Context: an optimization exercise on an open-source flow, tuned for small area. The choices shown serve that exercise and are no tape-out recipe. RTL that was checked went through simulation tests only; none was proved equivalent to the original. Function not checked in run 2: the RTL went through the layout flow alone. Power figures rest on the tool's default switching activity, not on a simulated workload.

--- design/flow/run.sh ---
#!/bin/bash
# synth_recipe.tcl (not shown) runs the flow's synth.tcl, then flattens the netlist and writes it again
# the make line also repeats each setting of config.mk as NAME=value (left out here)
make -C /OpenROAD-flow-scripts/flow DESIGN_CONFIG=/design/flow/config.mk WORK_HOME=/design/flow/orfs CLKGATE_MAP_FILE= SYNTH_SCRIPT=/design/flow/synth_recipe.tcl finish
--- design/flow/config.mk ---
export PLATFORM = sky130hd
export DESIGN_NAME = Register_File
export DESIGN_NICKNAME = Register_File
export VERILOG_FILES = /design/flow/design.v
export SDC_FILE = /design/flow/constraint.sdc
export NUM_CORES = 4
export LEC_CHECK = 0
export CAP_MARGIN = 20
export CORE_MARGIN = 2
export CORE_UTILIZATION = 40
export SETUP_SLACK_MARGIN = 0.4
export SLEW_MARGIN = 20
--- design/flow/constraint.sdc ---
create_clock -name core_clock -period 6.0 [get_ports {clk}]
set_input_delay 1.2000 -clock core_clock [delete_from_list [all_inputs] [get_ports {clk}]]
set_output_delay 1.2000 -clock core_clock [all_outputs]
set_load 0.01 [all_outputs]
--- design/flow/design.v ---
 module Register
#(
	parameter WORD_LENGTH = 32
)
(
	input clk,
	input reset,
	input enable,
	input [WORD_LENGTH-1 : 0] Data_Input,
	output [WORD_LENGTH-1 : 0] Data_Output
);
reg  [WORD_LENGTH-1 : 0] Data_reg;
always@(posedge clk or negedge reset) begin
	if(reset == 1'b0) 
		Data_reg <= 32'd0;
	else begin
		if(enable ==1'b1)
			Data_reg <= Data_Input;
	end
end
assign Data_Output = Data_reg;
endmodule
module Mux32to1
#(
	parameter WORD_LENGTH = 32,
	parameter NBITS = CeilLog2(WORD_LENGTH)
)
(
	input [NBITS-1 : 0]Selector,
	input [WORD_LENGTH-1 : 0] Data_0,
	input [WORD_LENGTH-1 : 0] Data_1,
	input [WORD_LENGTH-1 : 0] Data_2,
	input [WORD_LENGTH-1 : 0] Data_3,
	input [WORD_LENGTH-1 : 0] Data_4,
	input [WORD_LENGTH-1 : 0] Data_5,
	input [WORD_LENGTH-1 : 0] Data_6,
	input [WORD_LENGTH-1 : 0] Data_7,
	input [WORD_LENGTH-1 : 0] Data_8,
	input [WORD_LENGTH-1 : 0] Data_9,
	input [WORD_LENGTH-1 : 0] Data_10,
	input [WORD_LENGTH-1 : 0] Data_11,
	input [WORD_LENGTH-1 : 0] Data_12,
	input [WORD_LENGTH-1 : 0] Data_13,
	input [WORD_LENGTH-1 : 0] Data_14,
	input [WORD_LENGTH-1 : 0] Data_15,
	input [WORD_LENGTH-1 : 0] Data_16,
	input [WORD_LENGTH-1 : 0] Data_17,
	input [WORD_LENGTH-1 : 0] Data_18,
	input [WORD_LENGTH-1 : 0] Data_19,
	input [WORD_LENGTH-1 : 0] Data_20,
	input [WORD_LENGTH-1 : 0] Data_21,
	input [WORD_LENGTH-1 : 0] Data_22,
	input [WORD_LENGTH-1 : 0] Data_23,
	input [WORD_LENGTH-1 : 0] Data_24,
	input [WORD_LENGTH-1 : 0] Data_25,
	input [WORD_LENGTH-1 : 0] Data_26,
	input [WORD_LENGTH-1 : 0] Data_27,
	input [WORD_LENGTH-1 : 0] Data_28,
	input [WORD_LENGTH-1 : 0] Data_29,
	input [WORD_LENGTH-1 : 0] Data_30,
	input [WORD_LENGTH-1 : 0] Data_31,
	output reg [WORD_LENGTH-1 : 0] Mux_Output
);
 always@(Selector, 
	 Data_0, 
	 Data_1, 
	 Data_2, 
	 Data_3, 
	 Data_4, 
	 Data_5,  
	 Data_6,
	 Data_7, 
	 Data_8,
	 Data_9, 
	 Data_10, 
	 Data_11, 
	 Data_12, 
	 Data_13, 
	 Data_14, 
	 Data_15,  
	 Data_16,
	 Data_17,
	 Data_18,
	 Data_19, 
	 Data_20, 
	 Data_21, 
	 Data_22, 
	 Data_23, 
	 Data_24, 
	 Data_25,  
	 Data_26,
	 Data_27,
	 Data_28,
	 Data_29, 
	 Data_30, 
	 Data_31 
 ) begin
	case(Selector)
		5'd0 : Mux_Output= Data_0;
		5'd1 : Mux_Output= Data_1;
		5'd2 : Mux_Output= Data_2;
		5'd3 : Mux_Output= Data_3;
		5'd4 : Mux_Output= Data_4;
		5'd5 : Mux_Output= Data_5;
		5'd6 : Mux_Output= Data_6;
		5'd7 : Mux_Output= Data_7;
		5'd8 : Mux_Output= Data_8;
		5'd9 : Mux_Output= Data_9;
		5'd10 : Mux_Output= Data_10;
		5'd11 : Mux_Output= Data_11;
		5'd12 : Mux_Output= Data_12;
		5'd13 : Mux_Output= Data_13;
		5'd14 : Mux_Output= Data_14;
		5'd15 : Mux_Output= Data_15;
		5'd16 : Mux_Output= Data_16;
		5'd17 : Mux_Output= Data_17;
		5'd18 : Mux_Output= Data_18;
		5'd19 : Mux_Output = Data_19;
		5'd20 : Mux_Output= Data_20;
		5'd21 : Mux_Output= Data_21;
		5'd22 : Mux_Output= Data_22;
		5'd23 : Mux_Output= Data_23;
		5'd24 : Mux_Output= Data_24;
		5'd25 : Mux_Output= Data_25;
		5'd26 : Mux_Output= Data_26;
		5'd27 : Mux_Output= Data_27;
		5'd28 : Mux_Output= Data_28;
		5'd29 : Mux_Output= Data_29;
		5'd30 : Mux_Output= Data_30;
		5'd31 : Mux_Output= Data_31;
	 default: Mux_Output= Data_0;
	endcase
 end
     function integer CeilLog2;
       input integer data;
       integer i,result;
       begin
          for(i=0; 2**i < data; i=i+1)
             result = i + 1;
          CeilLog2 = result;
       end
    endfunction
endmodule
module Register_File
#(
	parameter WORD_LENGTH =32,
	parameter NBITS = CeilLog2(WORD_LENGTH)
)
(
	input clk,
	input reset,
	input [NBITS-1 : 0]Read_Reg1,
	input [NBITS-1 : 0]Read_Reg2,
	input [NBITS-1 : 0]Write_Reg,
	input [WORD_LENGTH-1 : 0] Write_Data,
	input Write,
	output [WORD_LENGTH-1 : 0] Read_Data1,
	output [WORD_LENGTH-1 : 0] Read_Data2
);
wire [WORD_LENGTH-1 : 0]RegtoMux [WORD_LENGTH-1 : 0];
Mux32to1
#(
 .WORD_LENGTH(WORD_LENGTH)
)
Mux_Read_Register_Number1
(
 .Selector(Read_Reg1), 
 .Data_0(RegtoMux[0]),
 .Data_1(RegtoMux[1]),
 .Data_2(RegtoMux[2]),
 .Data_3(RegtoMux[3]),
 .Data_4(RegtoMux[4]),
 .Data_5(RegtoMux[5]),
 .Data_6(RegtoMux[6]),
 .Data_7(RegtoMux[7]),
 .Data_8(RegtoMux[8]),
 .Data_9(RegtoMux[9]),
 .Data_10(RegtoMux[10]),
 .Data_11(RegtoMux[11]),
 .Data_12(RegtoMux[12]),
 .Data_13(RegtoMux[13]),
 .Data_14(RegtoMux[14]),
 .Data_15(RegtoMux[15]),
 .Data_16(RegtoMux[16]),
 .Data_17(RegtoMux[17]),
 .Data_18(RegtoMux[18]),
 .Data_19(RegtoMux[19]),
 .Data_20(RegtoMux[20]),
 .Data_21(RegtoMux[21]),
 .Data_22(RegtoMux[22]),
 .Data_23(RegtoMux[23]),
 .Data_24(RegtoMux[24]),
 .Data_25(RegtoMux[25]),
 .Data_26(RegtoMux[26]),
 .Data_27(RegtoMux[27]),
 .Data_28(RegtoMux[28]),
 .Data_29(RegtoMux[29]),
 .Data_30(RegtoMux[30]),
 .Data_31(RegtoMux[31]),
 .Mux_Output(Read_Data1)
);
Mux32to1
#(
 .WORD_LENGTH(WORD_LENGTH)
)
Mux_Read_Register_Number2
(
 .Selector(Read_Reg2), 
 .Data_0(RegtoMux[0]),
 .Data_1(RegtoMux[1]),
 .Data_2(RegtoMux[2]),
 .Data_3(RegtoMux[3]),
 .Data_4(RegtoMux[4]),
 .Data_5(RegtoMux[5]),
 .Data_6(RegtoMux[6]),
 .Data_7(RegtoMux[7]),
 .Data_8(RegtoMux[8]),
 .Data_9(RegtoMux[9]),
 .Data_10(RegtoMux[10]),
 .Data_11(RegtoMux[11]),
 .Data_12(RegtoMux[12]),
 .Data_13(RegtoMux[13]),
 .Data_14(RegtoMux[14]),
 .Data_15(RegtoMux[15]),
 .Data_16(RegtoMux[16]),
 .Data_17(RegtoMux[17]),
 .Data_18(RegtoMux[18]),
 .Data_19(RegtoMux[19]),
 .Data_20(RegtoMux[20]),
 .Data_21(RegtoMux[21]),
 .Data_22(RegtoMux[22]),
 .Data_23(RegtoMux[23]),
 .Data_24(RegtoMux[24]),
 .Data_25(RegtoMux[25]),
 .Data_26(RegtoMux[26]),
 .Data_27(RegtoMux[27]),
 .Data_28(RegtoMux[28]),
 .Data_29(RegtoMux[29]),
 .Data_30(RegtoMux[30]),
 .Data_31(RegtoMux[31]),
 .Mux_Output(Read_Data2)
);
genvar i;  
generate
	for(i=0;i<=WORD_LENGTH-1; i = i + 1)begin:Register
		Register
		RegisterUnit
		(
			.clk(clk),
			.reset(reset),
			.enable(Write & (Write_Reg == i)),
			.Data_Input(Write_Data),
			.Data_Output(RegtoMux[i])
		);
	end
endgenerate
     function integer CeilLog2;
       input integer data;
       integer i,result;
       begin
          for(i=0; 2**i < data; i=i+1)
             result = i + 1;
          CeilLog2 = result;
       end
    endfunction
endmodule
==> results of run 1 <==
[cell usage in the layout (no fill, tap or decap), types with 9 or more instances in the layout]
cell | netlist | routed
a2111oi_0 | 11 | 9
a21oi_1 | 91 | 88
a221oi_1 | 34 | 34
a222oi_1 | 19 | 19
a22o_1 | 47 | 47
a22oi_1 | 740 | 740
a31oi_1 | 19 | 18
a32oi_1 | 22 | 22
and3_1 | 13 | 13
buf_12 | 0 | 67
buf_2 | 157 | 18
buf_4 | 40 | 293
bufinv_16 | 0 | 13
clkbuf_1 | 178 | 23
clkbuf_16 | 0 | 117
clkbuf_8 | 0 | 25
clkdlybuf4s50_1 | 0 | 93
clkinv_2 | 0 | 19
dfrtp_1 | 1024 | 1024
diode_2 | 0 | 12
mux2_1 | 21 | 21
mux2_2 | 999 | 999
mux2_4 | 30 | 30
mux2i_1 | 39 | 39
nand2_1 | 238 | 226
nand2_2 | 1 | 12
nand2b_1 | 17 | 12
nand3_1 | 47 | 47
nand4_1 | 97 | 97
nor2_1 | 150 | 101
nor2_4 | 11 | 71
nor2b_1 | 16 | 14
nor3_1 | 72 | 69
nor4_1 | 28 | 28
o21ai_0 | 20 | 20
o22ai_1 | 10 | 10
or3_1 | 12 | 11
[worst max path at each step]
stage | to | slack (ns) | from
2_1_floorplan | Read_Data1[15] | 2.06 | Read_Reg1[1]
3_3_place_gp | Read_Data1[6] | 0.22 | Read_Reg1[1]
3_5_place_dp | Read_Data1[6] | 0.31 | Read_Reg1[1]
4_1_cts | Read_Data2[6] | 0.41 | Read_Reg2[0]
5_1_grt | Read_Data1[6] | 0.28 | Read_Reg1[1]
6_report | Read_Data1[12] | 0.26 | Read_Reg1[0]
[cell families after synthesis]
family,count (synthesis),share of synthesized area (%)
and+or+nand+nor,774,7.62
buffers and inverters,436,4.05
AOI/OAI and AO/OA,1076,15.4
muxes,1089,23.7
DFF,1024,49.2
[layer usage]
metal,vias up,part of all wire (%),GRT usage (%)
met2,4581,39,56.7
met5,-,0.037,0
met1,23693,37,54.0
met4,20,9.1,29.0
met3,1561,15,17.4
li1,17191,-,-
[layout make-up]
type                    count  area, um2
multi-input cells        2939      24900
flip-flops and latches   1024      25600
clock buffers             165       3360
diodes                     12       30.0
repair buffers            477       4670
inverters                   7       26.3
well taps                1742       2180
clock inverters            46        629
fillers                 11733      67900
[report_power, final]
| part | internal (mW) | switching [mW] |
|---|---|---|
| clock network | 4.43 | 3.13 |
| logic | 1.61 | 1.54 |
| registers | 8.26 | 1.49 |
| total | 14.3 | 6.15 |
[timing repair]
item | in CTS | in global routing
hold endpoints to repair | 0 | 0
pin swaps | 1 | 6
gates resized for setup | 3 | 10
cloned | 0 | 0
setup endpoints to repair | 6 | 14
setup buffers | 4 | 15
==> flow_summary.ini, run 1 <==
[run_status]
outcome = complete, no violations

[pwr]
leakagePower_nw = 26.7
power.density_nw_per_um2 = 333
power_mw = 20.5
ir_worst_vdd_mv = 0.237

[clocking]
cts_root_buffer = clkbuf_16
clkLatencyLatePin_ns = 0.77
clk_pin_slew_ns = 0.05
clock-sinks = 1024
clk_path_buf_depth = 3
cts_made_buffers = 115
ctsHoldBuffers = 0
htree_levels = 3
cts_tree = yes

[worst_setup_path]
r2r_end = Register[6].RegisterUnit.Data_reg[0]
cp.depth = 10
path_class = input pin to output pin
slowest_delay_ns = 0.73
critPathTopFamily = buffers and inverters
arrival_ns = 4.54
r2r.worst_path.cells = 1
crit_top_cell = buf_4
crit_buf_inv = 5
r2r_start = Register[6].RegisterUnit.Data_reg[0]
rrSetupSlack_ns = 5.07
worstPathCellList = buf_2 > buf_4 > nand3_2 > buf_4 > nor2_4 > buf_4 > a22o_1 > nor3_1 > a31oi_1 > clkdlybuf4s50_1
start_kind = input pin
cp_max_fo = 10
crit_required_ns = 4.80
worstSetupEndpointType = output pin
crit_slowest_cell = nor2_4

[synth]
synthCells = 4399
async_flop_share_pct = 100
synth_warnings = 3
synth_cell_types = 73
synth_edf_count = 0
syn_avg_cell_area_um2 = 11.8
syn_nets = 4449
synthTopCellsByArea = dfrtp_1 49%, mux2_2 22%, a22oi_1 11%
synth.most_common_cell = dfrtp_1
synth_area_um2 = 52100
synthFlopType = dfrtp_1
synth-seq-cells = 1024
synth.largest_area_cell = dfrtp_1
ys_seq_area_share_pct = 49.2
netlist_top_cells_count = 1024 x dfrtp_1, 999 x mux2_2, 740 x a22oi_1, 238 x nand2_1, 178 x clkbuf_1
yosysTopAreaCellShare_pct = 49.2

[global_routing]
grt_first_pass_wirelength_um = 383000
grt_util_all_layers_pct = 41.9
grt_max_degree = 147
overflow = 0
antenna_found_initial = 24
grt_pass1_vias = 45226

[timing]
setup_ws_ns = 0.255
hold_viol_final = 0
holdWs_ns = 0.409
drv_slew = 0
slew_headroom_pct = 20.0
setup_violations = 0
tightest_slew_ns = 1.19
final.min_clock_period_ns = 5.74
period_share_pct = 95.7
finClkSkew_ns = 0
fin_setup_tns_ns = 0
rsz0062_at_grt = yes
fmax_mhz = 174

[place]
placed_cell_area_um2 = 57100
io_buffers = 113
hpwlAfterDp_um = 180000
pre_cts_ws_ns = 0.314
place_inst = 6167
routabilityCongestion = 1.03

[floorplanning]
core_um2 = 129000
num_io_pins = 114
num_rows = 132
die_h_um = 365
initial_core_util_pct = 40.3
dieWidth_um = 365
die_area_um2 = 133000

[finish]
fin_util_pct = 47.5
areaGrowthSynthToFinish_pct = 17.9
largest_reg_flops = 1024
fin_cells = 6412
final_cell_area_um2 = 61400
drive_above_1_share_pct = 37.0
nets = 4614

[job]
max_cap_violations = 0

[worst_hold_path]
hold_class = input pin to asynchronous set/reset pin

[route]
num_vias = 47046
viasPerCell = 7.34
ant_nets = 0
avgRoutedWirePerCell_um = 44.2
drtIter0Drc = 8349
drc = 0
drt-pass1-iter-count = 9
finalWirelength_um = 283000
==> run 2: changes to the inputs <==
==> design/flow/design.v (replaced) <==
module Register
#(
	parameter WORD_LENGTH = 32
)
(
	input enable,
	input enable_n,
	input [WORD_LENGTH-1 : 0] Data_Input,
	input [WORD_LENGTH-1 : 0] Data_Current,
	output [WORD_LENGTH-1 : 0] Data_Next
);
assign Data_Next = (Data_Input & {WORD_LENGTH{enable}}) | (Data_Current & {WORD_LENGTH{enable_n}});
endmodule
module Mux32to1
#(
	parameter WORD_LENGTH = 32
)
(
	input [31:0] Select_n,
	input [32*WORD_LENGTH-1 : 0] Data_n,
	output [WORD_LENGTH-1 : 0] Mux_Output
);
genvar b, j;
generate
	for (b = 0; b < WORD_LENGTH; b = b + 1) begin : Bit
		wire [15:0] pair_n;
		wire [3:0] group;
		for (j = 0; j < 16; j = j + 1) begin : Pair
			OAI22 Gate (
				.A1(Data_n[(2*j)*WORD_LENGTH + b]), .A2(Select_n[2*j]),
				.B1(Data_n[(2*j+1)*WORD_LENGTH + b]), .B2(Select_n[2*j+1]),
				.Y(pair_n[j])
			);
		end
		for (j = 0; j < 4; j = j + 1) begin : Group
			NOR4 Gate (.A(pair_n[4*j]), .B(pair_n[4*j+1]), .C(pair_n[4*j+2]), .D(pair_n[4*j+3]), .Y(group[j]));
		end
		NAND4 Out (.A(group[0]), .B(group[1]), .C(group[2]), .D(group[3]), .Y(Mux_Output[b]));
	end
endgenerate
endmodule
module OAI22 (input A1, input A2, input B1, input B2, output Y);
assign Y = ~((A1 | A2) & (B1 | B2));
endmodule
module NOR4 (input A, input B, input C, input D, output Y);
assign Y = ~(A | B | C | D);
endmodule
module NAND4 (input A, input B, input C, input D, output Y);
assign Y = ~(A & B & C & D);
endmodule
module Register_File
#(
	parameter WORD_LENGTH = 32,
	parameter NBITS = 5
)
(
	input clk,
	input reset,
	input [NBITS-1 : 0] Read_Reg1,
	input [NBITS-1 : 0] Read_Reg2,
	input [NBITS-1 : 0] Write_Reg,
	input [WORD_LENGTH-1 : 0] Write_Data,
	input Write,
	output [WORD_LENGTH-1 : 0] Read_Data1,
	output [WORD_LENGTH-1 : 0] Read_Data2
);
wire [WORD_LENGTH-1 : 0] Write_Data_n = ~Write_Data;
wire [32*WORD_LENGTH-1 : 0] Words_n;
wire [31:0] Write_Enable;
wire [31:0] Write_Enable_n;
wire [31:0] Select1_n;
wire [31:0] Select2_n;
reg  [31:0] Valid;
genvar i;
generate
	for (i = 0; i < 32; i = i + 1) begin : Register
		reg  [WORD_LENGTH-1 : 0] Data_reg_n;
		wire [WORD_LENGTH-1 : 0] Data_next_n;
		assign Write_Enable[i]   = Write & (Write_Reg == i);
		assign Write_Enable_n[i] = ~Write_Enable[i];
		assign Select1_n[i] = ~(Valid[i] & (Read_Reg1 == i));
		assign Select2_n[i] = ~(Valid[i] & (Read_Reg2 == i));
		Register #(.WORD_LENGTH(WORD_LENGTH)) RegisterUnit (
			.enable(Write_Enable[i]),
			.enable_n(Write_Enable_n[i]),
			.Data_Input(Write_Data_n),
			.Data_Current(Data_reg_n),
			.Data_Next(Data_next_n)
		);
		always @(posedge clk)
			Data_reg_n <= Data_next_n;
		assign Words_n[i*WORD_LENGTH +: WORD_LENGTH] = Data_reg_n;
	end
endgenerate
always @(posedge clk or negedge reset) begin
	if (reset == 1'b0)
		Valid <= 32'd0;
	else
		Valid <= Valid | Write_Enable;
end
Mux32to1 #(.WORD_LENGTH(WORD_LENGTH)) Mux_Read_Register_Number1 (
	.Select_n(Select1_n),
	.Data_n(Words_n),
	.Mux_Output(Read_Data1)
);
Mux32to1 #(.WORD_LENGTH(WORD_LENGTH)) Mux_Read_Register_Number2 (
	.Select_n(Select2_n),
	.Data_n(Words_n),
	.Mux_Output(Read_Data2)
);
endmodule
--- a/design/flow/config.mk
+++ b/design/flow/config.mk
@@ -10,3 +10,4 @@
 export CORE_UTILIZATION = 40
 export SETUP_SLACK_MARGIN = 0.4
 export SLEW_MARGIN = 20
+export SYNTH_HIERARCHICAL = 1
==> flow_summary.ini, run 2 <==
[worst_setup_path]
path_class = input pin to output pin
r2r_start = Valid[5]
r2r.worst_path.cells = 1
rrSetupSlack_ns = 5.25
critPathCapture = Read_Data2[12]
start_kind = input pin
arrival_ns = 4.55
worstSetupEndpointType = output pin
cp_max_fo = 20
crit_required_ns = 4.80
r2r_end = Valid[5]
critical_path.startpoint = Read_Reg2[0]

[global_routing]
grt_pass1_vias = 38785
grt_util_all_layers_pct = 34.1
antenna_found_initial = 17
grt_first_pass_wirelength_um = 284000
grt_max_degree = 33
overflow = 0

[synth]
netlist_top_cells_count = 1024 x dfxtp_1, 1024 x o22ai_1, 960 x a22o_1, 256 x nor4_2, 193 x buf_6
synth_area_um2 = 44000
synthTopCellsByArea = dfxtp_1 47%, a22o_1 19%, o22ai_1 15%
yosysTopAreaCellShare_pct = 46.6
synthCells = 3883
synth-seq-cells = 1056
synthFlopType = dfxtp_1
synth.largest_area_cell = dfxtp_1
async_flop_share_pct = 3.03
syn_nets = 3933
synth_edf_count = 0
synth_warnings = 7
syn_avg_cell_area_um2 = 11.3
ys_seq_area_share_pct = 48.4
synth_cell_types = 32

[route]
drtIter0Drc = 6099
finalWirelength_um = 201000
viasPerCell = 7.33
drc = 0
num_vias = 41580
avgRoutedWirePerCell_um = 35.4
ant_nets = 0
drt-pass1-iter-count = 7

[timing]
setup_ws_ns = 0.253
tightest_slew_ns = 1.23
drv_slew = 0
rsz0062_at_grt = yes
final.min_clock_period_ns = 5.75
hold_viol_final = 0
period_share_pct = 95.8
holdWs_ns = 0.498
fmax_mhz = 174
finClkSkew_ns = 0
fin_setup_tns_ns = 0
slew_headroom_pct = 17.7
setup_violations = 0

[worst_hold_path]
hold_class = register to register

[finish]
drive_above_1_share_pct = 20.9
final_cell_mix = 1024 x dfxtp_1, 1024 x o22ai_1, 960 x a22o_1
largest_reg_flops = 1024
fin_cells = 5672
nets = 4207
areaGrowthSynthToFinish_pct = 18.5
fillCellCount = 9819

[place]
io_buffers = 113
hpwlAfterDp_um = 121000
place_inst = 5450
pre_cts_ws_ns = 0.0641
routabilityCongestion = 0.949

[floorplanning]
die_area_um2 = 113000
num_rows = 121
initial_core_util_pct = 40.3
core_um2 = 109000
dieWidth_um = 336
num_io_pins = 114
die_h_um = 336

[pwr]
power.density_nw_per_um2 = 385
leakagePower_nw = 21.6
ir_worst_vdd_mv = 0.265
power_mw = 20.0

[clocking]
cts_made_buffers = 111
clock-sinks = 1056
ctsHoldBuffers = 0
clk_path_buf_depth = 3
clkLatencyLatePin_ns = 0.70
cts_tree = yes
htree_levels = 3
clk_pin_slew_ns = 0.06
cts_root_buffer = clkbuf_16

[job]
max_cap_violations = 0

[run_status]
outcome = complete, no violations
-- run 2: changes by cell type in the layout (fill, tap and decap cells not counted), sizes merged, moves of 35 or more --
cell    previous run  this run
a21oi             91         0
a221oi            35         0
a22o              47      1024
a22oi            740         0
buf              384       267
dfrtp           1024        32
dfxtp              0      1024
mux2            1050         0
mux2i             39         0
nand2            239        33
nor2             176        35
nor3              73         2
nor4              30       256
o22ai             10      1024
-- run 2: logic make-up (layout without fill, tap and decap cells) --
| group | Yosys count | after routing | synth area share, % |
|---|---|---|---|
| AO/OA/AOI/OAI | 2080 | 2080 | 35.7 |
| buffers and inverters | 251 | 622 | 5.48 |
| AND/OR/NAND/NOR | 496 | 496 | 10.4 |
| flip-flops | 1056 | 1056 | 48.4 |
| other | 0 | 4 | 0 |
-- run 2: modules after synthesis (local to each module, per instance), a selection --
module / times used / flops+latches / area (um2)
NAND4: 64 / 0 / 6.26
NOR4: 256 / 0 / 12.5
OAI22: 1024 / 0 / 6.26
Register_File: 1 / 1056 / 22700
-- run 2: critical path, cell delays in order --
cell and delay (ns):
clkdlybuf4s50_1 0.49, nor2b_1 0.18, buf_4 0.22, nand3_2 0.10, buf_4 0.38, buf_4 0.38, o22ai_1 0.16, nor4_2 0.44
nand4_1 0.37, clkdlybuf4s50_1 0.60
-- run 2: how the worst min path moves through the flow --
stage	startpoint	endpoint	slack, ns	cells after the start
global placement	Register[3].Data_reg_n[28]	Register[3].Data_reg_n[28]	0.48	1
CTS	Register[11].Data_reg_n[15]	Register[11].Data_reg_n[15]	0.50	1
finish	Register[24].Data_reg_n[21]	Register[24].Data_reg_n[21]	0.50	1
detailed placement	Register[17].Data_reg_n[23]	Register[17].Data_reg_n[23]	0.48	1
floorplan	Valid[0]	Valid[0]	0.45	1
global route	Register[31].Data_reg_n[23]	Register[31].Data_reg_n[23]	0.51	1
-- run 2: timing repair --
action,4_1_cts,5_1_grt
setup buffers,0,3
pin swaps,0,1
gates resized for setup,7,18
endpoints found under the setup margin,62,21
-- run 2: area by class of cell --
cell class,count,area [um2],area share (%)
Sequential cell,1056,21300,40.9
Multi-Input combinational cell,2576,21000,40.3
Timing Repair Buffer,380,3970,7.63
Clock buffer,158,3220,6.17
Tap cell,1414,1770,3.40
Clock inverter,52,696,1.34
Inverter,32,120,0.231
Antenna cell,4,10.0,0.0192
-- run 2: routing by layer --
| metal | global-route usage [%] | part of all wire [%] | vias to the layer above | routed length (um) |
|---|---|---|---|---|
| li1 | - | - | 17108 | - |
| met1 | 44.7 | 39 | 20419 | 77700 |
| met2 | 48.9 | 41 | 3230 | 82700 |
| met3 | 11.9 | 14 | 797 | 27200 |
| met4 | 18.4 | 6.4 | 26 | 12800 |
| met5 | 0.695 | 0.14 | - | 274 |
-- run 2: report_power, final --
group / internal [mW] / switching (mW)
combinational: 1.61 / 1.38
clock: 4.34 / 3.11
sequential: 8.43 / 1.16
-- run 2: stage by stage --
step | instance area [um2] | util (%)
finish | 52100 | 47.8
global route | 52100 | 47.8
CTS | 51800 | 47.5
detailed placement | 47800 | 43.9
global placement | 47700 | 43.8
floorplan | 44000 | -
==> run 3: changes to the inputs <==
--- a/design/flow/design.v
+++ b/design/flow/design.v
@@ -23,30 +23,23 @@
 genvar b, j;
 generate
 	for (b = 0; b < WORD_LENGTH; b = b + 1) begin : Bit
-		wire [15:0] pair_n;
-		wire [3:0] group;
+		wire [15:0] pair;
 		for (j = 0; j < 16; j = j + 1) begin : Pair
 			OAI22 Gate (
 				.A1(Data_n[(2*j)*WORD_LENGTH + b]), .A2(Select_n[2*j]),
 				.B1(Data_n[(2*j+1)*WORD_LENGTH + b]), .B2(Select_n[2*j+1]),
-				.Y(pair_n[j])
+				.Y(pair[j])
 			);
 		end
-		for (j = 0; j < 4; j = j + 1) begin : Group
-			NOR4 Gate (.A(pair_n[4*j]), .B(pair_n[4*j+1]), .C(pair_n[4*j+2]), .D(pair_n[4*j+3]), .Y(group[j]));
-		end
-		NAND4 Out (.A(group[0]), .B(group[1]), .C(group[2]), .D(group[3]), .Y(Mux_Output[b]));
+		OR16 Out (.A(pair), .Y(Mux_Output[b]));
 	end
 endgenerate
 endmodule
 module OAI22 (input A1, input A2, input B1, input B2, output Y);
 assign Y = ~((A1 | A2) & (B1 | B2));
 endmodule
-module NOR4 (input A, input B, input C, input D, output Y);
-assign Y = ~(A | B | C | D);
-endmodule
-module NAND4 (input A, input B, input C, input D, output Y);
-assign Y = ~(A & B & C & D);
+module OR16 (input [15:0] A, output Y);
+assign Y = |A;
 endmodule
 module Register_File
 #(
==> flow_summary.ini, run 3 <==
[finish]
final_cell_mix = 1024 x dfxtp_1, 1024 x o22ai_1, 960 x a22o_1
fin_util_pct = 48.5
drive_above_1_share_pct = 17.1
final_cell_area_um2 = 51000
areaGrowthSynthToFinish_pct = 20.4
nets = 4279
largest_reg_flops = 1024

[worst_setup_path]
worstSetupEndpointType = output pin
crit_required_ns = 4.80
r2r.worst_path.cells = 1
start_kind = input pin
arrival_ns = 4.47
path_class = input pin to output pin
cp_max_fo = 15

[global_routing]
grt_first_pass_wirelength_um = 278000
grt_util_all_layers_pct = 34.4
grt_max_degree = 33
overflow = 0
antenna_found_initial = 11
grt_pass1_vias = 38989

[worst_hold_path]
hold_class = register to register
min_path_cells = 1

[route]
drtIter0Drc = 6459
viasPerCell = 7.34
drt-pass1-iter-count = 6
drc = 0
finalWirelength_um = 195000
ant_nets = 0
avgRoutedWirePerCell_um = 34.1
num_vias = 41938

[synth]
synth_edf_count = 0
synth_area_um2 = 42400
synth_cell_types = 32
syn_avg_cell_area_um2 = 10.9
synthTopCellsByArea = dfxtp_1 48%, a22o_1 20%, o22ai_1 15%
ys_seq_area_share_pct = 50.3
netlist_top_cells_count = 1024 x dfxtp_1, 1024 x o22ai_1, 960 x a22o_1, 256 x nor4_1, 193 x buf_6
synth_warnings = 7
synthFlopType = dfxtp_1
yosysTopAreaCellShare_pct = 48.4
synth-seq-cells = 1056
synthCells = 3883
synth.largest_area_cell = dfxtp_1
async_flop_share_pct = 3.03
syn_nets = 3933

[pwr]
swShare_pct = 28.1
p_int_mw = 14.3
power.share.clock_pct = 36.5
p_seq_share_pct = 48.1
switching_power_mw = 5.59
ir_worst_vdd_mv = 0.256
share_comb_of_total_power_pct = 15.4
power.density_nw_per_um2 = 390
leakagePower_nw = 21.6

[timing]
drv_slew = 0
slew_headroom_pct = 16.6
tightest_slew_ns = 1.25
holdWs_ns = 0.495
final.min_clock_period_ns = 5.67
fin_setup_tns_ns = 0
setup_violations = 0
hold_viol_final = 0
period_share_pct = 94.4
finClkSkew_ns = 0
fmax_mhz = 176
rsz0062_at_grt = yes

[clocking]
clkLatencyLatePin_ns = 0.71
cts_root_buffer = clkbuf_16
cts_setup_buffers = 0
clk_pin_slew_ns = 0.06
htree_levels = 3
cts_made_buffers = 109
ctsHoldBuffers = 0
clock-sinks = 1056
cts_tree = yes
clk_path_buf_depth = 3

[floorplanning]
num_rows = 119
initial_core_util_pct = 40.3
core_um2 = 105000
dieWidth_um = 329
num_io_pins = 114
die_area_um2 = 109000
die_h_um = 329

[place]
routabilityCongestion = 0.914
placed_cell_area_um2 = 46900
hpwlAfterDp_um = 113000
io_buffers = 113

[run_status]
outcome = complete, no violations

[job]
max_cap_violations = 0
==> run 3: layout make-up <==
| type | instances | area (um2) |
|---|---|---|
| clock inverters | 51 | 657 |
| clock buffers | 152 | 3140 |
| diodes | 1 | 2.50 |
| repair buffers | 454 | 4570 |
| inverters | 32 | 120 |
| fillers | 9546 | 54100 |
| well taps | 1391 | 1740 |
| flip-flops and latches | 1056 | 21300 |
| multi-input cells | 2576 | 19500 |
==> run 3: stage by stage <==
stage	std cells	setup slack, ns	total power, mW
2_1_floorplan	3883	2.04	11.1
3_3_place_gp	5496	0.115	12.5
3_5_place_dp	5507	0.116	12.6
4_1_cts	5710	0.364	19.7
5_1_grt	5712	0.373	20.5
6_report	5713	0.334	19.9
==> run 3: per-layer routing <==
layer | share of wire (%) | up-vias | GRT usage (%)
met2 | 42 | 3689 | 49.9
met3 | 15 | 831 | 11.9
met4 | 5.6 | 12 | 17.0
met5 | 0.035 | - | 0
met1 | 38 | 20159 | 45.4
li1 | - | 17247 | -
==> run 3: final timing paths <==
kind	end	startpoint	slack (ns)
setup / recovery	Read_Data1[31]	Read_Reg1[4]	0.33
hold reg to reg	Register[13].Data_reg_n[20]	Register[13].Data_reg_n[20]	0.49
min in group asynchronous	Valid[2]	reset	0.90
max in group asynchronous	Valid[31]	reset	4.75
setup reg to reg	Valid[23]	Valid[23]	5.25
hold / removal	Register[13].Data_reg_n[20]	Register[13].Data_reg_n[20]	0.49
==> run 3: cells by family (layout without fill, tap and decap cells) <==
| kind of cell | after synthesis | in the layout | share of synthesized area [%] |
|---|---|---|---|
| AO/OA/AOI/OAI | 2080 | 2080 | 37.0 |
| flip-flops | 1056 | 1056 | 50.3 |
| AND/OR/NAND/NOR | 496 | 496 | 6.99 |
| other | 0 | 1 | 0 |
| buffers and inverters | 251 | 689 | 5.69 |
==> run 3: power groups by stage <==
stage | Sequential (mW) | Clock, mW | Combinational (mW)
after floorplan | 9.36 | 0 | 1.70
after global placement | 9.62 | 0 | 2.88
after detailed placement | 9.63 | 0 | 2.95
after CTS | 9.52 | 7.24 | 2.96
after global routing | 9.73 | 7.54 | 3.20
final | 9.56 | 7.26 | 3.06
==> run 3: worst max-delay path: stages <==
cell,delay (ns)
clkdlybuf4s50_1,0.62
and3b_1,0.32
nand3_2,0.33
buf_12,0.22
o22ai_1,0.10
nor4_1,0.56
nand4_1,0.40
buf_4,0.25
clkdlybuf4s50_1,0.46
==> run 3: modules after synthesis, one instance, submodules excluded, a selection <==
module / cells / flip-flops and latches / cell area, um2
OAI22: 1 / 0 / 6.26
Register_File: 1323 / 1056 / 22700
OR16: 5 / 0 / 31.3
==> run 3: repair_timing <==
| item | CTS | global route |
|---|---|---|
| cloned | 0 | 0 |
| setup endpoints to repair | 28 | 24 |
| pin swaps | 0 | 1 |
| resized for setup | 16 | 23 |
==> run 4: changes to the inputs <==
==> design/flow/flow/run.sh (new file) <==
#!/bin/bash
# Own layout flow: the standard ORFS flow (standard.sh, unchanged synthesis,
# floorplan, power grid and tap cells) with these changes:
#  - ports are buffered with the smallest buffer (buf_1) instead of the
#    default choice;
#  - clock tree synthesis without dummy loads;
#  - power recovery (downsizing of gates with positive slack) after global
#    routing's timing repair.
# make's full output goes to flow.log in the work folder; each ORFS step also
# writes its own log under orfs/logs/.
set -euo pipefail
bash standard.sh \
  "BUFFER_PORTS_ARGS=-buffer_cell sky130_fd_sc_hd__buf_1" \
  "CTS_ARGS=-sink_clustering_enable -repair_clock_nets -root_buf sky130_fd_sc_hd__clkbuf_16 -buf_list {sky130_fd_sc_hd__clkbuf_8} -sink_clustering_size 16 -sink_clustering_max_diameter 45 -dont_use_dummy_load" \
  "RECOVER_POWER=100" \
  finish > flow.log 2>&1
==> design/flow/standard.sh (new file) <==
#!/bin/bash
# synth_recipe.tcl (not shown) runs the flow's synth.tcl, then flattens the netlist and writes it again
# the make line also repeats each setting of config.mk as NAME=value (left out here)
make -C /OpenROAD-flow-scripts/flow DESIGN_CONFIG=/design/flow/config.mk WORK_HOME=/design/flow/orfs CLKGATE_MAP_FILE= SYNTH_SCRIPT=/design/flow/synth_recipe.tcl "${@:-finish}"
--- a/design/flow/config.mk
+++ b/design/flow/config.mk
@@ -7,7 +7,10 @@
 export LEC_CHECK = 0
 export CAP_MARGIN = 20
 export CORE_MARGIN = 2
-export CORE_UTILIZATION = 40
-export SETUP_SLACK_MARGIN = 0.4
+export CORE_UTILIZATION = 55
+export CTS_BUF_LIST = sky130_fd_sc_hd__clkbuf_4 sky130_fd_sc_hd__clkbuf_8
+export CTS_CLUSTER_DIAMETER = 60
+export CTS_CLUSTER_SIZE = 30
+export SETUP_SLACK_MARGIN = 0.2
 export SLEW_MARGIN = 20
 export SYNTH_HIERARCHICAL = 1
removed: design/flow/run.sh
==> flow_summary.ini, run 4 <==
[run_status]
outcome = complete, but fails checks
check-failures = capacitance limit, slew limit

[finish]
largest_reg_flops = 1024
areaGrowthSynthToFinish_pct = 7.66
drive_above_1_share_pct = 10.9
fin_util_pct = 60.0
nets = 4180
fillCellCount = 6504
final_cell_mix = 1024 x dfxtp_1, 1024 x o22ai_1, 960 x a22o_1

[place]
pre_cts_ws_ns = 0.850
hpwlAfterDp_um = 119000
routabilityCongestion = 0.991
io_buffers = 113

[timing]
hold_viol_final = 0
finClkSkew_ns = 0
tightest_slew_ns = 3.21
setup_ws_ns = 0.298
fin_setup_tns_ns = 0
slew_headroom_pct = -114
period_share_pct = 95.0
drv_slew = 1058
fmax_mhz = 175
final.min_clock_period_ns = 5.70
setup_violations = 0
rsz0062_at_grt = no

[clocking]
cts_root_buffer = clkbuf_16
cts_tree = yes
clk_pin_slew_ns = 0.05
cts_made_buffers = 131
htree_levels = 4
clk_path_buf_depth = 3
cts_resized = 0
clkLatencyLatePin_ns = 0.65
cts_setup_buffers = 0
ctsHoldBuffers = 0
clock-sinks = 1056

[pwr]
ir_worst_vdd_mv = 0.244
leakagePower_nw = 19.2
power.density_nw_per_um2 = 366

[route]
viasPerCell = 8.48
finalWirelength_um = 207000
ant_nets = 0
drtIter0Drc = 7850
avgRoutedWirePerCell_um = 40.0
drt-pass1-iter-count = 9
drc = 0
num_vias = 43778

[synth]
syn_nets = 3933
synthCells = 3883
synth_area_um2 = 42400
yosysTopAreaCellShare_pct = 48.4
synth.largest_area_cell = dfxtp_1
synth_cell_types = 32
synth_edf_count = 0
ys_seq_area_share_pct = 50.3
async_flop_share_pct = 3.03
synthFlopType = dfxtp_1
synth_warnings = 7
netlist_top_cells_count = 1024 x dfxtp_1, 1024 x o22ai_1, 960 x a22o_1, 256 x nor4_1, 193 x buf_6
synth-seq-cells = 1056
synthTopCellsByArea = dfxtp_1 48%, a22o_1 20%, o22ai_1 15%
syn_avg_cell_area_um2 = 10.9

[floorplanning]
num_rows = 101
dieWidth_um = 282
die_area_um2 = 79300
initial_core_util_pct = 55.7
die_h_um = 282
core_um2 = 76100
num_io_pins = 114

[job]
max_cap_violations = 46

[worst_setup_path]
critPathTopFamily = simple AND/OR/NAND/NOR gates
start_kind = input pin
r2r_start = Valid[20]
arrival_ns = 4.50
crit_required_ns = 4.80
path_class = input pin to output pin
worstSetupEndpointType = output pin
cp_max_fo = 20
crit_buf_inv = 3
r2r_end = Valid[20]
slowest_delay_ns = 0.81
worstPathCellList = clkbuf_1 > and2_1 > nand3_2 > clkbuf_2 > o22ai_1 > nor4_1 > nand4_1 > buf_1
rrSetupSlack_ns = 5.24
critical_path.startpoint = Read_Reg2[1]
cp.depth = 8
r2r.worst_path.cells = 1
critPathCapture = Read_Data2[22]
crit_slowest_cell = nor4_1

[worst_hold_path]
min_path_cells = 1
hold_class = register to register

[global_routing]
antenna_found_initial = 10
overflow = 0
grt_max_degree = 33
grt_util_all_layers_pct = 50.6
grt_first_pass_wirelength_um = 292000
grt_pass1_vias = 41608
## run 4: worst min-delay path by stage
| stage | startpoint | slack [ns] | to |
|---|---|---|---|
| final | Valid[10] | 0.48 | Valid[10] |
| after global routing | Valid[2] | 0.50 | Valid[2] |
| after CTS | Valid[10] | 0.48 | Valid[10] |
| after detailed placement | Valid[10] | 0.47 | Valid[10] |
| after global placement | Valid[11] | 0.46 | Valid[11] |
| after floorplan | Valid[0] | 0.45 | Valid[0] |
## run 4: power by group
group	total (mW)	switching, mW	internal, mW
sequential	9.59	1.16	8.42
clock	4.51	2.55	1.96
combinational	2.60	1.31	1.29
## run 4: metrics by stage
step                      cells  area (um2)  power [mW]  hold WS (ns)
after floorplan            3883       42400        11.1         0.448
after global placement     5023       44000        12.0         0.463
after detailed placement   5027       44100        12.2         0.465
after CTS                  5158       45900        16.5         0.478
after global routing       5160       45600        17.2         0.504
final                      5165       45600        16.7         0.479
## run 4: area by class of cell
| class | count | area (um2) | area share, % |
|---|---|---|---|
| sequential | 1056 | 21300 | 46.7 |
| multi-input combinational | 2576 | 19000 | 41.7 |
| timing repair buffer | 333 | 2070 | 4.53 |
| clock buffer | 131 | 1810 | 3.98 |
| tap | 1030 | 1290 | 2.83 |
| inverter | 32 | 120 | 0.263 |
| antenna | 7 | 17.5 | 0.0384 |
## run 4: modules after synthesis, one instance, submodules excluded, a selection
| module | cell area (um2) | cells | copies in the design | flip-flops and latches |
|---|---|---|---|---|
| OAI22 | 6.26 | 1 | 1024 | 0 |
| OR16 | 31.3 | 5 | 64 | 0 |
| Register_File | 22700 | 1323 | 1 | 1056 |
## run 4: cell families after synthesis
kind of cell	synth area share (%)
AO/OA/AOI/OAI	37.0
flip-flops	50.3
AND/OR/NAND/NOR	6.99
buffers and inverters	5.69
## run 4: per-layer routing
| metal | up-vias | GRT usage (%) | share of wire (%) |
|---|---|---|---|
| li1 | 16913 | - | - |
| met4 | 18 | 31.4 | 8.2 |
| met1 | 20938 | 62.8 | 35 |
| met2 | 4549 | 69.3 | 39 |
| met3 | 1360 | 25.2 | 17 |
| met5 | - | 1.65 | 0.13 |
==> run 5: changes to the inputs <==
==> design/flow/flow/run.sh (replaced) <==
#!/bin/bash
# Own layout flow: the standard ORFS flow (standard.sh, unchanged synthesis,
# floorplan, power grid and tap cells) with these changes:
#  - ports are buffered with the smallest buffer (buf_1) instead of the
#    default choice;
#  - clock tree synthesis without dummy loads;


# make's full output goes to flow.log in the work folder; each ORFS step also
# writes its own log under orfs/logs/.
set -euo pipefail
bash standard.sh \
  "BUFFER_PORTS_ARGS=-buffer_cell sky130_fd_sc_hd__buf_1" \
  "CTS_ARGS=-sink_clustering_enable -repair_clock_nets -root_buf sky130_fd_sc_hd__clkbuf_16 -buf_list {sky130_fd_sc_hd__clkbuf_8} -sink_clustering_size 16 -sink_clustering_max_diameter 45 -dont_use_dummy_load" \
  finish > flow.log 2>&1
==> flow_summary.ini, run 5 <==
[run_status]
outcome = complete, no violations

[synth]
yosysTopAreaCellShare_pct = 48.4
synth-seq-cells = 1056
synth_cell_types = 32
netlist_top_cells_count = 1024 x dfxtp_1, 1024 x o22ai_1, 960 x a22o_1, 256 x nor4_1, 193 x buf_6
synthFlopType = dfxtp_1
synth_warnings = 7
synth.largest_area_cell = dfxtp_1
async_flop_share_pct = 3.03
syn_avg_cell_area_um2 = 10.9
synth_edf_count = 0
synthTopCellsByArea = dfxtp_1 48%, a22o_1 20%, o22ai_1 15%
synthCells = 3883
synth_area_um2 = 42400
ys_seq_area_share_pct = 50.3
syn_nets = 3933

[floorplanning]
die_area_um2 = 79300
die_h_um = 282
initial_core_util_pct = 55.7
dieWidth_um = 282
num_rows = 101
num_io_pins = 114
core_um2 = 76100

[route]
avgRoutedWirePerCell_um = 40.0
num_vias = 43542
drt-pass1-iter-count = 9
ant_nets = 0
viasPerCell = 8.44
drc = 0
drtIter0Drc = 7810
finalWirelength_um = 206000

[finish]
nets = 4180
multiInputGateArea_um2 = 19100
largest_reg_flops = 1024
seqCellArea_um2 = 21300
drive_above_1_share_pct = 12.6
areaGrowthSynthToFinish_pct = 8.46
fillCellCount = 6427
final_cell_mix = 1024 x dfxtp_1, 1024 x o22ai_1, 960 x a22o_1
fin_util_pct = 60.4

[pwr]
power.density_nw_per_um2 = 363
ir_worst_vdd_mv = 0.242
leakagePower_nw = 19.4
power_mw = 16.7

[global_routing]
busiest_layer = met2
grt_max_degree = 33
antenna_found_initial = 11
grtUsageMet2_pct = 69.3
overflow = 0
grt_util_all_layers_pct = 50.6
grt_use_met1_pct = 62.8
grt_pass1_vias = 41608
grt_use_met3_pct = 25.2
grt_first_pass_wirelength_um = 292000

[worst_setup_path]
r2r.worst_path.cells = 1
arrival_ns = 4.41
cp_max_fo = 19
path_class = input pin to output pin
start_kind = input pin
crit_required_ns = 4.80
worstSetupEndpointType = output pin

[timing]
tightest_slew_ns = 1.28
slew_headroom_pct = 13.6
final.min_clock_period_ns = 5.61
fin_setup_tns_ns = 0
period_share_pct = 93.5
setup_ws_ns = 0.387
finClkSkew_ns = 0
fmax_mhz = 178
setup_violations = 0
drv_slew = 0
hold_viol_final = 0
rsz0062_at_grt = no

[place]
io_buffers = 113
routabilityCongestion = 0.991
hpwlAfterDp_um = 119000
pre_cts_ws_ns = 0.850

[clocking]
ctsHoldBuffers = 0
clk_pin_slew_ns = 0.05
clock-sinks = 1056
clkLatencyLatePin_ns = 0.65
cts_resized = 0
clk_path_buf_depth = 3
cts_root_buffer = clkbuf_16
cts_tree = yes
cts_made_buffers = 131
htree_levels = 4
cts_setup_buffers = 0

[worst_hold_path]
hold_class = register to register
min_path_cells = 1

[job]
max_cap_violations = 0
-- run 5: changes by cell type in the layout (fill, tap and decap cells not counted), moves of 3 or more --
cell and change:
and4bb_1 -3, and4bb_2 +3, buf_1 +10, buf_4 +52
clkbuf_1 -63, diode_2 -3, nor2_1 -14, nor2_4 +14
-- run 5: layer usage --
layer	vias to the layer above	routed length, um
li1	16910	-
met1	20678	72200
met2	4570	80600
met3	1366	36800
met4	18	16400
met5	-	266
-- run 5: path summary, 6_finish.rpt --
check	slack [ns]	endpoint	start
min in group asynchronous	0.61	Valid[16]	reset
min	0.48	Valid[10]	Valid[10]
max in group asynchronous	4.82	Valid[4]	reset
min reg2reg	0.48	Valid[10]	Valid[10]
max reg2reg	5.24	Valid[20]	Valid[20]
max	0.39	Read_Data2[23]	Read_Reg2[1]
-- run 5: final cells by class --
class	instances	share of cell area (%)
multi-input cells	2576	41.6
flip-flops and latches	1056	46.4
well taps	1030	2.80
diodes	4	0.0218
inverters	32	0.261
clock buffers	131	3.95
repair buffers	333	4.99
-- run 5: per-stage QoR --
stage / hold WS (ns) / cell area [um2] / instances
floorplan: 0.448 / 42400 / 3883
global placement: 0.463 / 44000 / 5023
detailed placement: 0.465 / 44100 / 5027
CTS: 0.478 / 45900 / 5158
global route: 0.504 / 45900 / 5160
finish: 0.479 / 46000 / 5162
-- run 5: cell families (layout without fill, tap and decap cells) --
| family | after synthesis | count (layout) | synth area share, % |
|---|---|---|---|
| other | 0 | 4 | 0 |
| DFF | 1056 | 1056 | 50.3 |
| buffers and inverters | 251 | 496 | 5.69 |
| AOI/OAI and AO/OA | 2080 | 2080 | 37.0 |
| and+or+nand+nor | 496 | 496 | 6.99 |
-- run 5: modules after synthesis (local to each module, per instance), excerpt --
| module | cell area (um2) | flops+latches | copies in the design |
|---|---|---|---|
| Register_File | 22700 | 1056 | 1 |
| OAI22 | 6.26 | 0 | 1024 |
| OR16 | 31.3 | 0 | 64 |
-- run 5: power by group --
group / switching (mW) / internal [mW] / total, mW
logic: 1.31 / 1.30 / 2.62
registers: 1.16 / 8.42 / 9.59
clock network: 2.54 / 1.96 / 4.50
total: 5.02 / 11.7 / 16.7
-- run 5: critical path, stage by stage --
cell,delay (ns)
buf_1,0.18
and2_1,0.39
nand3_2,0.77
buf_4,0.43
o22ai_1,0.15
nor4_1,0.80
nand4_1,0.24
buf_1,0.22
==> run 6: changes to the inputs <==
--- a/design/flow/flow/run.sh
+++ b/design/flow/flow/run.sh
@@ -11,5 +11,5 @@
 set -euo pipefail
 bash standard.sh \
   "BUFFER_PORTS_ARGS=-buffer_cell sky130_fd_sc_hd__buf_1" \
-  "CTS_ARGS=-sink_clustering_enable -repair_clock_nets -root_buf sky130_fd_sc_hd__clkbuf_16 -buf_list {sky130_fd_sc_hd__clkbuf_8} -sink_clustering_size 16 -sink_clustering_max_diameter 45 -dont_use_dummy_load" \
+  "CTS_ARGS=-sink_clustering_enable -repair_clock_nets -buf_list {sky130_fd_sc_hd__clkbuf_16} -sink_clustering_size 30 -sink_clustering_max_diameter 60 -dont_use_dummy_load" \
   finish > flow.log 2>&1
==> flow_summary.ini, run 6 <==
[run_status]
outcome = complete, no violations

[route]
met2WireLength_um = 80000
drt-pass1-iter-count = 9
num_vias = 43327
wl_met3_um = 36800
avgRoutedWirePerCell_um = 40.2
top_layer = met5
drtIter0Drc = 7803
viasPerCell = 8.48
finalWirelength_um = 205000
wirelength_met1_um = 71800
ant_nets = 0
drc = 0

[worst_setup_path]
rrSetupSlack_ns = 5.23
worstSetupEndpointType = output pin
path_class = input pin to output pin
crit_top_cell = buf_1
r2r.worst_path.cells = 1
crit_slowest_cell = nor4_1
cp_max_fo = 19
slowest_delay_ns = 0.78
worstPathCellList = buf_1 > and2_1 > nand3_2 > buf_4 > o22ai_1 > nor4_1 > nand4_1 > buf_1
crit_required_ns = 4.80
arrival_ns = 4.38
start_kind = input pin

[worst_hold_path]
hold_class = register to register
min_path_cells = 1

[timing]
drv_slew = 0
finClkSkew_ns = 0
final.min_clock_period_ns = 5.58
fin_setup_tns_ns = 0
fmax_mhz = 179
tightest_slew_ns = 1.29
hold_viol_final = 0
rsz0062_at_grt = no
setup_ws_ns = 0.425
slew_headroom_pct = 13.5
setup_violations = 0
period_share_pct = 92.9
holdWs_ns = 0.484

[global_routing]
grt_max_degree = 33
grt_pass1_vias = 41248
grt_util_all_layers_pct = 50.2
grt_first_pass_wirelength_um = 290000
antenna_found_initial = 13
overflow = 0

[synth]
netlist_top_cells_count = 1024 x dfxtp_1, 1024 x o22ai_1, 960 x a22o_1, 256 x nor4_1, 193 x buf_6
synthFlopType = dfxtp_1
synth.mux.area_fraction_pct = 0
synth-xor-area-share_pct = 0
async_flop_share_pct = 3.03
synth.largest_area_cell = dfxtp_1
synth_cell_types = 32
synthTopCellsByArea = dfxtp_1 48%, a22o_1 20%, o22ai_1 15%
synth-simple-area-share_pct = 6.99
yosys.area_share.adder_pct = 0
synth_compound_area_share_pct = 37.0
synth_edf_count = 0
synth_top_family_by_area = compound AO/OA/AOI/OAI gates
synth-seq-cells = 1056
synth_warnings = 7
yosysTopAreaCellShare_pct = 48.4
syn_avg_cell_area_um2 = 10.9
synthCells = 3883
syn_nets = 3933
ys_seq_area_share_pct = 50.3
synth_area_um2 = 42400

[clocking]
cts_setup_buffers = 0
ctsHoldBuffers = 0
cts_made_buffers = 74
clock-sinks = 1056
cts_tree = yes
cts_root_buffer = clkbuf_16
clk_pin_slew_ns = 0.07
clk_path_buf_depth = 3
htree_levels = 3
clkLatencyLatePin_ns = 0.65
cts_resized = 0

[floorplanning]
initial_core_util_pct = 55.7
die_area_um2 = 79300
die_h_um = 282
num_io_pins = 114
core_um2 = 76100
dieWidth_um = 282
num_rows = 101

[finish]
final_cell_area_um2 = 46000
largest_reg_flops = 1024
nets = 4124
fillCellCount = 6407
final_cell_mix = 1024 x dfxtp_1, 1024 x o22ai_1, 960 x a22o_1
areaGrowthSynthToFinish_pct = 8.63
fin_cells = 5107
drive_above_1_share_pct = 11.4

[job]
max_cap_violations = 0

[place]
pre_cts_ws_ns = 0.850
placed_cell_area_um2 = 44100
routabilityCongestion = 0.991
place_inst = 5027
io_buffers = 113
hpwlAfterDp_um = 119000

[pwr]
ir_worst_vdd_mv = 0.225
power.density_nw_per_um2 = 367
leakagePower_nw = 19.4
[run 6: cell counts after synthesis]
Identical to the previous run, type by type.
[run 6: layout make-up]
cell class	instances	area, um2	share of cell area (%)
Timing Repair Buffer	334	2320	5.04
Sequential cell	1056	21300	46.3
Multi-Input combinational cell	2576	19100	41.6
Antenna cell	5	12.5	0.0272
Inverter	32	120	0.261
Clock buffer	74	1850	4.02
Tap cell	1030	1290	2.80
[run 6: modules after synthesis, one instance, submodules excluded, a selection]
module	cell area, um2	cells	flops+latches	times used
OAI22	6.26	1	0	1024
OR16	31.3	5	0	64
Register_File	22700	1323	1056	1
[run 6: worst max-delay path: cells and delay by family]
kind / cells / cell delay (ns)
simple gates: 4 / 2.16
buf+inv: 3 / 0.83
compound gates: 1 / 0.16
[run 6: kinds of logic (layout without fill, tap and decap cells)]
logic type | Yosys count | count (layout)
simple gates | 496 | 496
buf+inv | 251 | 440
other cells | 0 | 5
compound gates | 2080 | 2080
flops | 1056 | 1056
[run 6: worst paths after layout]
path / end / startpoint
hold / removal: Valid[10] / Valid[10]
max in group asynchronous: Valid[27] / reset
setup reg to reg: Valid[20] / Valid[20]
min in group asynchronous: Valid[8] / reset
hold reg to reg: Valid[10] / Valid[10]
setup / recovery: Read_Data2[23] / Read_Reg2[1]
[run 6: report_power, final]
group	total (mW)	internal (mW)	switching [mW]
sequential	9.58	8.42	1.16
combinational	2.62	1.31	1.32
clock	4.69	2.19	2.50
total	16.9	11.9	4.98
[run 6: per-layer routing]
layer | GRT usage, % | vias up
li1 | - | 16827
met1 | 62.7 | 20602
met2 | 68.8 | 4502
met3 | 24.9 | 1376
met4 | 30.3 | 20
met5 | 0.549 | -
[run 6: through the flow]
stage | utilization [%] | power (mW)
detailed placement | 58.0 | 12.2
global placement | 57.9 | 12.0
floorplan | - | 11.1
finish | 60.5 | 16.9
global route | 60.5 | 17.4
CTS | 60.4 | 16.6
==> run 7: changes to the inputs <==
--- a/design/flow/flow/run.sh
+++ b/design/flow/flow/run.sh
@@ -11,5 +11,5 @@
 set -euo pipefail
 bash standard.sh \
   "BUFFER_PORTS_ARGS=-buffer_cell sky130_fd_sc_hd__buf_1" \
-  "CTS_ARGS=-sink_clustering_enable -repair_clock_nets -buf_list {sky130_fd_sc_hd__clkbuf_16} -sink_clustering_size 30 -sink_clustering_max_diameter 60 -dont_use_dummy_load" \
+  "CTS_ARGS=-sink_clustering_enable -repair_clock_nets -buf_list {sky130_fd_sc_hd__clkbuf_16} -sink_clustering_size 24 -sink_clustering_max_diameter 90 -dont_use_dummy_load" \
   finish > flow.log 2>&1
==> flow_summary.ini, run 7 <==
[run_status]
outcome = complete, no violations

[floorplanning]
die_area_um2 = 79300
die_h_um = 282
dieWidth_um = 282
core_um2 = 76100
num_io_pins = 114
initial_core_util_pct = 55.7
num_rows = 101

[timing]
slew_headroom_pct = 14.6
fin_setup_tns_ns = 0
hold_viol_final = 0
finClkSkew_ns = 0
setup_violations = 0
fmax_mhz = 182
rsz0062_at_grt = no
tightest_slew_ns = 1.27
drv_slew = 0
period_share_pct = 91.5
holdWs_ns = 0.489
final.min_clock_period_ns = 5.49

[pwr]
swShare_pct = 29.9
p_int_mw = 11.2
power.density_nw_per_um2 = 352
ir_worst_vdd_mv = 0.259
switching_power_mw = 4.78
share_comb_of_total_power_pct = 16.3
power.share.clock_pct = 23.8
p_seq_share_pct = 59.9
leakagePower_nw = 19.1

[finish]
nets = 4099
largest_reg_flops = 1024
drive_above_1_share_pct = 10.9
multiInputGateArea_um2 = 19100
areaGrowthSynthToFinish_pct = 7.16
fin_util_pct = 59.7
fillCellCount = 6463
final_cell_mix = 1024 x dfxtp_1, 1024 x o22ai_1, 960 x a22o_1
seqCellArea_um2 = 21300

[global_routing]
grt_max_degree = 33
grt_util_all_layers_pct = 49.8
antenna_found_initial = 12
grt_first_pass_wirelength_um = 289000
grt_pass1_vias = 41026
overflow = 0

[synth]
ys_seq_area_share_pct = 50.3
synth_area_um2 = 42400
netlist_top_cells_count = 1024 x dfxtp_1, 1024 x o22ai_1, 960 x a22o_1, 256 x nor4_1, 193 x buf_6
synthCells = 3883
synth.largest_area_cell = dfxtp_1
syn_avg_cell_area_um2 = 10.9
synthFlopType = dfxtp_1
synth-xor-area-share_pct = 0
synth.mux.area_fraction_pct = 0
syn_nets = 3933
yosys.area_share.adder_pct = 0
async_flop_share_pct = 3.03
synth_warnings = 7
synthTopCellsByArea = dfxtp_1 48%, a22o_1 20%, o22ai_1 15%
synth_top_family_by_area = compound AO/OA/AOI/OAI gates
synth-simple-area-share_pct = 6.99
synth_cell_types = 32
synth_edf_count = 0
synth_compound_area_share_pct = 37.0
synth-seq-cells = 1056
yosysTopAreaCellShare_pct = 48.4

[job]
max_cap_violations = 0

[worst_setup_path]
cp_max_fo = 19
r2r_start = Valid[20]
r2r.worst_path.cells = 1
arrival_ns = 4.29
r2r_end = Valid[20]
path_class = input pin to output pin
rrSetupSlack_ns = 5.23
start_kind = input pin
crit_required_ns = 4.80
worstSetupEndpointType = output pin

[clocking]
ctsHoldBuffers = 0
cts_made_buffers = 50
htree_levels = 2
clock-sinks = 1056
cts_resized = 0
cts_setup_buffers = 0
clkLatencyLatePin_ns = 0.65
clk_pin_slew_ns = 0.10
cts_tree = yes
cts_root_buffer = clkbuf_16
clk_path_buf_depth = 3

[place]
routabilityCongestion = 0.991
io_buffers = 113
hpwlAfterDp_um = 119000

[route]
viasPerCell = 8.47
avgRoutedWirePerCell_um = 40.2
drt-pass1-iter-count = 7
finalWirelength_um = 204000
ant_nets = 0
drtIter0Drc = 7864
drc = 0
num_vias = 43026

[worst_hold_path]
min-delay-start = Valid[10]
hold_class = register to register
min_path_cells = 1
whs_endpoint = Valid[10]
## run 7: cells by family after synthesis
kind of cell,after synthesis
buffers and inverters,251
flip-flops,1056
AO/OA/AOI/OAI,2080
AND/OR/NAND/NOR,496
## run 7: final cells by class
class                   count  share of cell area, %
diodes                      5                 0.0276
clock buffers              50                   2.76
inverters                  32                  0.265
multi-input cells        2576                   42.1
flip-flops and latches   1056                   46.9
well taps                1030                   2.84
repair buffers            333                   5.05
## run 7: routing by layer
metal | part of all wire, % | track usage, % | vias up | routed length, um
li1 | - | - | 16756 | -
met5 | 0.053 | 0.305 | - | 108
met1 | 35 | 62.2 | 20562 | 71400
met2 | 39 | 68.7 | 4401 | 79700
met4 | 8.1 | 30.6 | 16 | 16600
met3 | 18 | 24.0 | 1291 | 36300
## run 7: how the worst max path moves through the flow
stage / depth (start not counted) / from / to / slack [ns]
CTS: 8 / Read_Reg2[1] / Read_Data2[29] / 0.84
finish: 8 / Read_Reg2[1] / Read_Data2[6] / 0.51
global route: 8 / Read_Reg2[1] / Read_Data2[23] / 0.56
floorplan: 6 / Read_Reg1[1] / Read_Data1[0] / 2.04
global placement: 8 / Read_Reg2[1] / Read_Data2[6] / 0.79
detailed placement: 8 / Read_Reg2[1] / Read_Data2[29] / 0.85
## run 7: power groups by stage
| stage | Sequential, mW | Clock [mW] | Combinational [mW] |
|---|---|---|---|
| final | 9.57 | 3.80 | 2.61 |
| after detailed placement | 9.65 | 0 | 2.50 |
| after global placement | 9.58 | 0 | 2.41 |
| after CTS | 9.52 | 3.75 | 2.50 |
| after floorplan | 9.36 | 0 | 1.70 |
| after global routing | 9.74 | 4.01 | 2.73 |
## run 7: metrics by stage
step	std cells	cell area (um2)	worst slack [ns]	total power, mW
2_1_floorplan	3883	42400	2.04	11.1
3_3_place_gp	5023	44000	0.792	12.0
3_5_place_dp	5027	44100	0.850	12.2
4_1_cts	5077	45400	0.841	15.8
5_1_grt	5079	45400	0.561	16.5
6_report	5082	45400	0.509	16.0
## run 7: critical path: stages
cell     delay, ns
buf_1         0.17
and2_1        0.38
nand3_2       0.75
buf_4         0.42
o22ai_1       0.16
nor4_1        0.55
nand4_1       0.39
buf_1         0.24
## run 7: modules after synthesis (local to each module, per instance), excerpt
| module | copies in the design | cells inside | area (um2) |
|---|---|---|---|
| OAI22 | 1024 | 1 | 6.26 |
| OR16 | 64 | 5 | 31.3 |
| Register_File | 1 | 1323 | 22700 |
==> run 8: changes to the inputs <==
--- a/design/flow/config.mk
+++ b/design/flow/config.mk
@@ -8,9 +8,6 @@
 export CAP_MARGIN = 20
 export CORE_MARGIN = 2
 export CORE_UTILIZATION = 55
-export CTS_BUF_LIST = sky130_fd_sc_hd__clkbuf_4 sky130_fd_sc_hd__clkbuf_8
-export CTS_CLUSTER_DIAMETER = 60
-export CTS_CLUSTER_SIZE = 30
 export SETUP_SLACK_MARGIN = 0.2
 export SLEW_MARGIN = 20
 export SYNTH_HIERARCHICAL = 1
==> flow_summary.ini, run 8 <==
[floorplanning]
initial_core_util_pct = 55.7
num_io_pins = 114
dieWidth_um = 282
die_h_um = 282
die_area_um2 = 79300
core_um2 = 76100
num_rows = 101

[place]
placed_cell_area_um2 = 44100
routabilityCongestion = 0.991
hpwlAfterDp_um = 119000
io_buffers = 113
pre_cts_ws_ns = 0.850

[pwr]
power.share.clock_pct = 23.8
swShare_pct = 29.9
power.density_nw_per_um2 = 352
switching_power_mw = 4.78
p_seq_share_pct = 59.9
p_int_mw = 11.2
ir_worst_vdd_mv = 0.259
leakagePower_nw = 19.1
power_mw = 16.0
share_comb_of_total_power_pct = 16.3

[clocking]
ctsHoldBuffers = 0
clkLatencyLatePin_ns = 0.65
cts_tree = yes
cts_setup_buffers = 0
cts_made_buffers = 50
cts_resized = 0
htree_levels = 2
clock-sinks = 1056
cts_root_buffer = clkbuf_16
clk_path_buf_depth = 3
clk_pin_slew_ns = 0.10

[worst_setup_path]
worstSetupEndpointType = output pin
arrival_ns = 4.29
crit_required_ns = 4.80
cp_max_fo = 19
start_kind = input pin
path_class = input pin to output pin

[route]
finalWirelength_um = 204000
num_vias = 43026
drt-pass1-iter-count = 7
avgRoutedWirePerCell_um = 40.2
drc = 0
drtIter0Drc = 7864
viasPerCell = 8.47
ant_nets = 0

[global_routing]
grt_pass1_vias = 41026
grt_util_all_layers_pct = 49.8
grt_first_pass_wirelength_um = 289000
overflow = 0
grt_max_degree = 33
antenna_found_initial = 12

[timing]
fin_setup_tns_ns = 0
setup_violations = 0
drv_slew = 0
hold_viol_final = 0
period_share_pct = 91.5
slew_headroom_pct = 14.6
finClkSkew_ns = 0
setup_ws_ns = 0.509
tightest_slew_ns = 1.27
final.min_clock_period_ns = 5.49
fmax_mhz = 182
rsz0062_at_grt = no

[synth]
synth-seq-cells = 1056
syn_nets = 3933
yosysTopAreaCellShare_pct = 48.4
ys_seq_area_share_pct = 50.3
synthTopCellsByArea = dfxtp_1 48%, a22o_1 20%, o22ai_1 15%
synth_cell_types = 32
async_flop_share_pct = 3.03
synthFlopType = dfxtp_1
synth_area_um2 = 42400
synth.largest_area_cell = dfxtp_1
synth_edf_count = 0
synthCells = 3883
synth_warnings = 7
netlist_top_cells_count = 1024 x dfxtp_1, 1024 x o22ai_1, 960 x a22o_1, 256 x nor4_1, 193 x buf_6
syn_avg_cell_area_um2 = 10.9

[finish]
final_cell_area_um2 = 45400
drive_above_1_share_pct = 10.9
nets = 4099
multiInputGateArea_um2 = 19100
final_cell_mix = 1024 x dfxtp_1, 1024 x o22ai_1, 960 x a22o_1
seqCellArea_um2 = 21300
largest_reg_flops = 1024
areaGrowthSynthToFinish_pct = 7.16
fillCellCount = 6463
fin_util_pct = 59.7

[worst_hold_path]
hold_class = register to register

[job]
max_cap_violations = 0

[run_status]
outcome = complete, no violations
==> run 8: cell counts after synthesis <==
Identical to the previous run, type by type.
==> run 8: worst max-delay path, cell delays in order <==
cell and delay (ns):
buf_1 0.17, and2_1 0.38, nand3_2 0.75, buf_4 0.42
o22ai_1 0.16, nor4_1 0.55, nand4_1 0.39, buf_1 0.24
==> run 8: per-module statistics from Yosys (local to each module, per instance), excerpt <==
module	area (um2)	cells inside	times used	flip-flops and latches
OR16	31.3	5	64	0
Register_File	22700	1323	1	1056
OAI22	6.26	1	1024	0
==> run 8: final cells by class <==
class                   count  share of cell area (%)
inverters                  32                   0.265
flip-flops and latches   1056                    46.9
repair buffers            333                    5.05
clock buffers              50                    2.76
multi-input cells        2576                    42.1
diodes                      5                  0.0276
well taps                1030                    2.84
==> run 8: final timing paths <==
path                         startpoint  slack, ns             to  depth (start not counted)
setup / recovery           Read_Reg2[1]       0.51  Read_Data2[6]                          8
hold / removal                Valid[10]       0.49      Valid[10]                          1
setup reg to reg              Valid[20]       5.23      Valid[20]                          1
hold reg to reg               Valid[10]       0.49      Valid[10]                          1
max in group asynchronous         reset       4.83       Valid[8]                          1
min in group asynchronous         reset       0.63      Valid[20]                          1
==> run 8: kinds of logic after synthesis <==
logic type | count (synthesis) | synth area share (%)
AOI/OAI and AO/OA | 2080 | 37.0
DFF | 1056 | 50.3
and+or+nand+nor | 496 | 6.99
buffers and inverters | 251 | 5.69
==> run 8: through the flow <==
stage | hold slack [ns] | instances
finish | 0.489 | 5082
global route | 0.516 | 5079
CTS | 0.489 | 5077
detailed placement | 0.465 | 5027
global placement | 0.463 | 5023
floorplan | 0.448 | 3883
==> run 8: metal layers <==
layer / part of all wire, % / vias up / global-route usage [%] / routed length [um]
li1: - / 16756 / - / -
met1: 35 / 20562 / 62.2 / 71400
met2: 39 / 4401 / 68.7 / 79700
met3: 18 / 1291 / 24.0 / 36300
met4: 8.1 / 16 / 30.6 / 16600
met5: 0.053 / - / 0.305 / 108
==> run 8: power groups by stage <==
stage | logic [mW] | clock network (mW) | registers (mW)
global route | 2.73 | 4.01 | 9.74
finish | 2.61 | 3.80 | 9.57
floorplan | 1.70 | 0 | 9.36
CTS | 2.50 | 3.75 | 9.52
global placement | 2.41 | 0 | 9.58
detailed placement | 2.50 | 0 | 9.65

[re-timing with driven ports]
The flow's constraints put no driver on any port. The routed layouts listed below were extracted and timed again, unchanged, in two steps.
Step 1, drivers: a clkbuf_16 drives clk and a buf_2 each remaining input, both assumed.
Step 2, shift: input delay + t, output delay - t, t = (earliest + latest rising clock arrival at the registers) / 2. This alone moves slack from input paths to output paths.
Three values: ideal, step 1, step 2; two values: the first two.
run	shift t [ns]	slack for setup (ns)
run 1	0.841	0.255 / 0.130 / 0.130
run 2	0.787	0.253 / 0.152 / 0.152
run 3	0.782	0.334 / 0.312 / 0.312
run 4	0.758	0.298 / 0.255 / -0.079
run 5	0.753	0.387 / 0.348 / 0.348
run 6	0.724	0.425 / 0.384 / 0.384
run 7	0.718	0.509 / 0.469 / 0.469
run 8	0.718	0.509 / 0.469 / 0.469
